Context: an optimization exercise on an open-source flow, tuned for small area. The choices shown serve that exercise and are no tape-out recipe. Where RTL was checked, it was by simulation tests only, not by an equivalence proof against the original. Power figures rest on the tool's default switching activity, not on a simulated workload.

==> v5: inputs <==
Design color_wheel_pwm, start of the top module:
module color_wheel_pwm (
    input               clk,
    input               reset,           
    input               rgb_red,
    input               rgb_green,
    input               rgb_blue,
    output [19:0]       red_high,
    output [19:0]       red_low,
    output [19:0]       green_high,
    output [19:0]       green_low,
    output [19:0]       blue_high,
    output [19:0]       blue_low
);
==> module n4fpga_PWM_detection, before the edit <==
module  n4fpga_PWM_detection #(
	parameter				WIDTH = 20              
	) (
	input 					clock_3,
	input 					RGBval,                  
	input                   Reset,                   
	output reg	[WIDTH-1:0]	high_counter,            
	output reg	[WIDTH-1:0]	low_counter              
	);
	reg			[WIDTH-1:0]	run;                     
	reg			[WIDTH-1:0]	frz;                     
	reg 					lastval;                 
	localparam NG = 2;
	localparam GS = (WIDTH + NG - 1) / NG;           
	wire rise, fall;                                 
	wire lastval_d;
	wire [NG-1:0] ld_h, hd_h, ld_l, hd_l, ld_f, keep_c, keep_f;
	cw_nor2b u_rise (.a(lastval), .bn(RGBval),  .y(rise));    
	cw_nor2b u_fall (.a(RGBval),  .bn(lastval), .y(fall));    
	cw_nor2b u_last (.a(Reset), .bn(RGBval), .y(lastval_d));
	genvar g;
	generate
		for (g = 0; g < NG; g = g + 1) begin : g_ctl
			cw_nor2b u_ldh  (.a(Reset), .bn(rise), .y(ld_h[g]));    
			cw_nor2  u_hdh  (.a(Reset), .b(rise),  .y(hd_h[g]));    
			cw_nor2b u_ldl  (.a(Reset), .bn(fall), .y(ld_l[g]));    
			cw_nor2  u_hdl  (.a(Reset), .b(fall),  .y(hd_l[g]));    
			cw_or2   u_ldf  (.a(ld_h[g]), .b(ld_l[g]), .y(ld_f[g]));  
			cw_nor3  u_kc   (.a(Reset), .b(rise), .c(fall), .y(keep_c[g]));  
			cw_nor3  u_kf   (.a(Reset), .b(rise), .c(fall), .y(keep_f[g]));  
		end
	endgenerate
	wire [WIDTH-1:0] run_d, frz_d, high_d, low_d;
	wire [WIDTH-1:0] carry;                          
	wire [WIDTH-1:0] cnt_x;
	assign carry[1] = run[0];
	cw_nor2b u_b0 (.a(run[0]), .bn(keep_c[0]), .y(run_d[0]));
	genvar i;
	generate
		for (i = 1; i < WIDTH; i = i + 1) begin : g_cnt
			cw_oai21 u_x (.a(run[i]), .b(carry[i]), .c(keep_c[i/GS]), .y(cnt_x[i]));
			cw_aoi21 u_y (.a(run[i]), .b(carry[i]), .c(cnt_x[i]), .y(run_d[i]));
			if (i < WIDTH - 1) begin : g_c
				cw_and2 u_c (.a(carry[i]), .b(run[i]), .y(carry[i+1]));
			end
		end
		for (i = 0; i < WIDTH; i = i + 1) begin : g_hold
			cw_ao22 u_f (.a(ld_f[i/GS]), .b(run[i]), .c(keep_f[i/GS]), .d(frz[i]),          .y(frz_d[i]));
			cw_ao22 u_h (.a(ld_h[i/GS]), .b(frz[i]), .c(hd_h[i/GS]), .d(high_counter[i]), .y(high_d[i]));
			cw_ao22 u_l (.a(ld_l[i/GS]), .b(frz[i]), .c(hd_l[i/GS]), .d(low_counter[i]),  .y(low_d[i]));
		end
	endgenerate
	always @(posedge clock_3) begin
		lastval      <= lastval_d;
		run          <= run_d;
		frz          <= frz_d;
		high_counter <= high_d;
		low_counter  <= low_d;
	end
endmodule
==> module cw_nor2, before the edit <==
module cw_nor2 (input a, input b, output y);
	assign y = ~(a | b);
endmodule
==> module cw_nor2b, before the edit <==
module cw_nor2b (input a, input bn, output y);
	assign y = ~a & bn;
endmodule
==> module cw_nor3, before the edit <==
module cw_nor3 (input a, input b, input c, output y);
	assign y = ~(a | b | c);
endmodule
==> module cw_or2, before the edit <==
module cw_or2 (input a, input b, output y);
	assign y = a | b;
endmodule
==> module cw_and2, before the edit <==
module cw_and2 (input a, input b, output y);
	assign y = a & b;
endmodule
==> module cw_oai21, before the edit <==
module cw_oai21 (input a, input b, input c, output y);
	assign y = ~((a | b) & c);
endmodule
==> module cw_aoi21, before the edit <==
module cw_aoi21 (input a, input b, input c, output y);
	assign y = ~((a & b) | c);
endmodule
==> module cw_ao22, before the edit <==
module cw_ao22 (input a, input b, input c, input d, output y);
	assign y = (a & b) | (c & d);
endmodule
==> flow/config.mk <==
export PLATFORM = sky130hd
export DESIGN_NAME = color_wheel_pwm
export DESIGN_NICKNAME = color_wheel_pwm
export VERILOG_FILES = /design/flow/design.v
export SDC_FILE = /design/flow/constraint.sdc
export NUM_CORES = 4
export LEC_CHECK = 0
export ABC_AREA = 1
export ABC_CLOCK_PERIOD_IN_PS = 6000
export CAP_MARGIN = 5
export CORE_MARGIN = 2
export CORE_UTILIZATION = 40
export CTS_BUF_LIST = sky130_fd_sc_hd__clkbuf_8 sky130_fd_sc_hd__clkbuf_16
export CTS_CLUSTER_DIAMETER = 100
export CTS_CLUSTER_SIZE = 30
export GPL_TIMING_DRIVEN = 0
export SLEW_MARGIN = 5
export SYNTH_HIERARCHICAL = 1
==> flow/constraint.sdc <==
create_clock -name core_clock -period 6.0 [get_ports {clk}]
set_input_delay 1.2000 -clock core_clock [delete_from_list [all_inputs] [get_ports {clk}]]
set_output_delay 1.2000 -clock core_clock [all_outputs]
set_load 0.01 [all_outputs]
standard.sh (not shown) runs the stock make flow with config.mk's settings and CLKGATE_MAP_FILE= SYNTH_SCRIPT=/design/flow/synth_recipe.tcl, a recipe that flattens the netlist after the stock synthesis.
==> flow/flow/run.sh <==
#!/bin/bash
# Layout flow: the standard ORFS flow (standard.sh) with three changes.
#  1. Synthesis maps logic with an area-oriented ABC script (amap) instead of
#     ORFS's delay-oriented one; everything else in synthesis is unchanged
#     (same registers, same names).
#  2. Port buffers use the smallest buffer cell (buf_1).
#  3. CTS uses no dummy loads and larger sink clusters.
# Each make run's full output goes to a log file in the work folder; ORFS
# also keeps its per-step logs under orfs/logs.
set -euo pipefail
W=$PWD

rm -rf "$W/scripts_area"
cp -r "$FLOW_HOME/scripts" "$W/scripts_area"
cp "$W/flow/abc_area.script" "$W/scripts_area/abc_area.script"

bash "$W/standard.sh" SCRIPTS_DIR="$W/scripts_area" synth > "$W/flow_synth.log" 2>&1

bash "$W/standard.sh" \
  BUFFER_PORTS_ARGS="-buffer_cell sky130_fd_sc_hd__buf_1" \
  CTS_ARGS="$(cat "$W/flow/cts_args.txt")" \
  finish > "$W/flow_layout.log" 2>&1
==> flow/flow/abc_area.script <==
strash
dch
amap
topo
==> flow/flow/cts_args.txt <==
-sink_clustering_enable -repair_clock_nets -dont_use_dummy_load -buf_list {sky130_fd_sc_hd__clkbuf_16} -sink_clustering_size 35 -sink_clustering_max_diameter 80
==> v34 (differences from v5) <==
==> flow/design.v (replaced) <==
`timescale 1ns / 1ps
module  n4fpga_PWM_detection #(
	parameter				WIDTH = 20              
	) (
	input 					clock_3,                 
	input 					RGBval,                  
	input                   Reset,		             
	output reg	[WIDTH-1:0]	high_counter,		     
	output reg	[WIDTH-1:0]	low_counter              
	);
	reg			[WIDTH-1:0]	counter1;                 
	reg			[WIDTH-1:0]	counter2;                 
	reg 					lastval; 		          
always@(posedge clock_3) begin
if(Reset)begin                                        
    counter1<={WIDTH{1'b0}};                          
    counter2<={WIDTH{1'b0}};                          
    high_counter<={WIDTH{1'b0}};                      
    low_counter<={WIDTH{1'b0}};                       
    lastval<=1'b0;                                   
    end
else begin
	if (RGBval == 1'b1) begin                          
			if (lastval == 1'b0)                         
			begin
					high_counter<=counter1;                
					counter1<={WIDTH{1'b0}};                
					lastval<=1'b1;                          
			end
			else begin
					counter1 <= counter1 + 1'b1;            
					lastval<=1'b1;                          
			end
	end
	else begin                                              
			if(lastval==1'b1)                               
			begin
				low_counter <= counter2;                     
				counter2<={WIDTH{1'b0}};                     
				lastval<=1'b0;                               
			end
			else begin
				counter2<=counter2+1'b1;                     
				lastval<=1'b0;                               
			end
		end
end
end
endmodule
`timescale 1ns / 1ps
module color_wheel_pwm (
    input               clk,
    input               reset,           
    input               rgb_red,
    input               rgb_green,
    input               rgb_blue,
    output [19:0]       red_high,
    output [19:0]       red_low,
    output [19:0]       green_high,
    output [19:0]       green_low,
    output [19:0]       blue_high,
    output [19:0]       blue_low
);
n4fpga_PWM_detection #(.WIDTH(20)) Red
           (
               .clock_3(clk),
               .Reset(reset),
               .RGBval(rgb_red),
               .high_counter(red_high),
               .low_counter(red_low)
           );
n4fpga_PWM_detection #(.WIDTH(20)) Green
           (
               .clock_3(clk),
               .Reset(reset),
               .RGBval(rgb_green),
               .high_counter(green_high),
               .low_counter(green_low)
           );
n4fpga_PWM_detection #(.WIDTH(20)) Blue
           (
               .clock_3(clk),
               .Reset(reset),
               .RGBval(rgb_blue),
               .high_counter(blue_high),
               .low_counter(blue_low)
           );
endmodule
==> flow/run.sh (new file) <==
#!/bin/bash
# synth_recipe.tcl (not shown) runs the flow's synth.tcl, then flattens the netlist and writes it again
# the make line also repeats each setting of config.mk as NAME=value (left out here)
make -C /OpenROAD-flow-scripts/flow DESIGN_CONFIG=/design/flow/config.mk WORK_HOME=/design/flow/orfs CLKGATE_MAP_FILE= SYNTH_SCRIPT=/design/flow/synth_recipe.tcl finish
==> flow/config.mk (replaced) <==
export PLATFORM = sky130hd
export DESIGN_NAME = color_wheel_pwm
export DESIGN_NICKNAME = color_wheel_pwm
export VERILOG_FILES = /design/flow/design.v
export SDC_FILE = /design/flow/constraint.sdc
export NUM_CORES = 4
export LEC_CHECK = 0
export CAP_MARGIN = 20
export CORE_MARGIN = 2
export CORE_UTILIZATION = 40
export SLEW_MARGIN = 20
removed: flow/flow/run.sh
removed: flow/flow/abc_area.script
removed: flow/flow/cts_args.txt
removed: flow/standard.sh
==> summary.txt <==
- Of v34 and v5, v5 has the higher sequential share of layout area (gap 15 points).
- Utilization: v5 is lower than v34 (4.1 points).
- Of v34 and v5, v34 has the higher area after synthesis (gap 26%, measured against v5).
- In v5 the final cell count is smaller than in v34, by 37%.
- In sequential power, v5 and v34 hardly differ.
No functional check of the RTL was part of v34.

afterwards: timing with drivers on the ports:
The results above use ideal ports. As a check the final layouts listed here were re-extracted and re-timed, cells and wires unchanged.
Step 1 assumes that a clkbuf_16 drives the clock port and a buf_2 every other input.
Step 2 moves the port delays by t, midway between the first and last clock arrival at a register: inputs arrive t later, outputs are due t later. That takes back most of the time a late clock gives input paths.
Three values: ideal ports, drivers, drivers and shift; two values: the first two.
| run | t (ns) | setup slack, ns | worst hold slack (ns) | worst setup path at the end |
|---|---|---|---|---|
| v5 | 0.498 | 1.917 / 1.917 / 1.917 | 0.475 / 0.475 / 0.475 | register to register |
| v34 | 0.568 | 2.805 / 2.808 / 2.240 | 0.451 / 0.451 / 0.451 | input to register |
After both steps every run listed still meets setup and hold. The setup slack of v34, which loses most, moves by +0.003 ns with the drivers and by -0.565 ns with both steps.
